This design comes from an exercise in tuning for small area on the open sky130 flow, not from production work.
In this exercise RTL edits were held to simulation tests only and were not proved equivalent to the original.
Power figures rest on the tool's default switching activity, not on a simulated workload.

Setup of run C:
==> flow/design.v (excerpt) <==
module qos_queue(
	input clk,
	input rst,                  
	input start,                
	input in_0,                 
	input in_1,                 
	input read_tick,            
	output [3:0]  p_in,         
	output [3:0]  read,         
	output [11:0] fullness,     
	output [95:0] memory,       
	output [31:0] drop_count,   
	output [39:0] input_count   
);
For scale: roughly 3500 cells after synthesis, roughly 590 flip-flops, roughly 190 I/O pins, roughly 28000 µm² of cells after synthesis.
==> flow/config.mk <==
export PLATFORM = sky130hd
export DESIGN_NAME = qos_queue
export DESIGN_NICKNAME = qos_queue
export VERILOG_FILES = /design/flow/design.v
export SDC_FILE = /design/flow/constraint.sdc
export NUM_CORES = 4
export LEC_CHECK = 0
export ABC_AREA = 1
export CAP_MARGIN = 20
export CORE_MARGIN = 2
export CORE_UTILIZATION = 70
export SLEW_MARGIN = 20
==> flow/constraint.sdc <==
create_clock -name core_clock -period 12.0 [get_ports {clk}]
set_input_delay 2.4000 -clock core_clock [delete_from_list [all_inputs] [get_ports {clk}]]
set_output_delay 2.4000 -clock core_clock [all_outputs]
set_load 0.01 [all_outputs]
standard.sh (not shown) runs the stock make flow with config.mk's settings and CLKGATE_MAP_FILE= SYNTH_SCRIPT=/design/flow/synth_recipe.tcl, a recipe that flattens the netlist after the stock synthesis.
==> flow/flow/run.sh <==
#!/bin/bash
# Layout flow: the standard ORFS flow (standard.sh) with
#  - synthesis by flow/synth.tcl (area-oriented logic mapping, same registers),
#  - port buffers of the smallest buffer cell instead of clkdlybuf4s50_1,
#  - clock tree synthesis with clkbuf_8 buffers, sink clusters of at most 20
#    sinks and 50 um,
#    and without dummy loads.
# The make output goes to flow.log; ORFS keeps each step's log under orfs/logs.
set -euo pipefail
W=$PWD
bash standard.sh \
  "SYNTH_SCRIPT=$W/flow/synth.tcl" \
  "BUFFER_PORTS_ARGS=-buffer_cell sky130_fd_sc_hd__buf_1" \
  "CTS_ARGS=-sink_clustering_enable -repair_clock_nets -sink_clustering_size 20 -sink_clustering_max_diameter 50 -dont_use_dummy_load -buf_list sky130_fd_sc_hd__clkbuf_8" \
  finish > "$W/flow.log" 2>&1
==> flow/flow/area.abc <==
strash
dch -f
amap
topo
==> flow/flow/synth.tcl <==
# The standard synthesis (synth_recipe.tcl), with three changes to the
# logic mapping only: Yosys's synth runs without its internal abc pass, so
# extract_fa sees the ripple adders as the RTL writes them; extract_fa only
# extracts full adders (half adders are left to ABC, which can then merge
# the inversions of the inverted age registers into the increment logic);
# and the final ABC mapping uses flow/area.abc, an area-only mapping without
# buffering or upsizing (placement repairs slew, capacitance and timing).
# Registers and their names are the same as in the standard synthesis.
set flow_dir [file dirname [file normalize [info script]]]
proc synth {args} { yosys synth -nofsm -noshare -noabc {*}$args }
proc abc {args} {
  set i [lsearch -exact $args -script]
  if { $i >= 0 } { lset args [expr { $i + 1 }] $::flow_dir/area.abc }
  yosys abc {*}$args
}
proc extract_fa {args} { yosys extract_fa -fa }
source $::env(SCRIPTS_DIR)/synth.tcl
# left out here: clear keep_hierarchy, flatten, clean up, hide names made inside functions, write 1_2_yosys.v
Run C ran to completion and came out clean on the timing, DRC and antenna checks.
The inputs of run F differ from those of run C as listed below.
==> flow/flow/run.sh <==
#!/bin/bash
# Layout flow: the standard ORFS flow (standard.sh) with
#  - synthesis by flow/synth.tcl (area-oriented logic mapping, same registers),
#  - port buffers of the smallest buffer cell instead of clkdlybuf4s50_1,
#  - clock tree synthesis with sink clusters of at most 25 sinks and 70 um
#    and without dummy loads.
# The make output goes to flow.log; ORFS keeps each step's log under orfs/logs.
set -euo pipefail
W=$PWD
bash standard.sh \
  "SYNTH_SCRIPT=$W/flow/synth.tcl" \
  "BUFFER_PORTS_ARGS=-buffer_cell sky130_fd_sc_hd__buf_1" \
  "CTS_ARGS=-sink_clustering_enable -repair_clock_nets -sink_clustering_size 25 -sink_clustering_max_diameter 70 -dont_use_dummy_load" \
  finish > "$W/flow.log" 2>&1
==> summary.txt <==
- Of run F and run C, the higher time the worst path needs with I/O delays and setup belongs to run C.
- When the final numbers for run F and run C were put side by side, the required time at the endpoint of the critical path turned out to be smaller in run F.
- Run F -> run C: overall via count from detail_route flat
- Summary of run F over run C: clock group power increased about 10%; register-to-register slack essentially unchanged; area overhead of the layout relative to synthesis increased 0.42 points; number of buffers other than clock buffers in the final layout decreased 1.
- Worst path setup slack after routing in run F vs run C: up 5.8 ps
- Changes observed in run F relative to run C: arrival time of data at the critical path endpoint decreased by 20 ps relative to the old numbers, post-layout total power moved up.

-- afterwards: timing with drivers on the ports --
In the flow no input, the clock included, has a driving cell. The finished layouts below were timed again as built, in two steps. Step 1 (the two cells are an assumption about what drives the block):
set clk [get_ports {clk}]
set_driving_cell -lib_cell sky130_fd_sc_hd__clkbuf_16 $clk
set_driving_cell -lib_cell sky130_fd_sc_hd__buf_2 [delete_from_list [all_inputs] $clk]
Step 2 adds t to the input delays and takes it off the output delays; t is the mean of the earliest and latest rising clock arrival at the registers after step 1. Input paths then give back, and output paths get back, about the clock's delay inside the block. a / b / c = no drivers / after step 1 / after step 2; a / b = the first two.
run	t, ns	slack for setup (ns)	latest minus earliest clock arrival (ns)	worst register clock-pin slew, ns
run C	0.681	1.611 / 1.611 / 1.211	0.079 / 0.079	0.12 / 0.12
run F	0.643	1.617 / 1.617 / 1.249	0.053 / 0.053	0.10 / 0.10
After both steps setup and hold are still met in every run listed. The setup slack of run C, which loses most, moves by 0.000 ns with the drivers and by -0.400 ns with both steps.
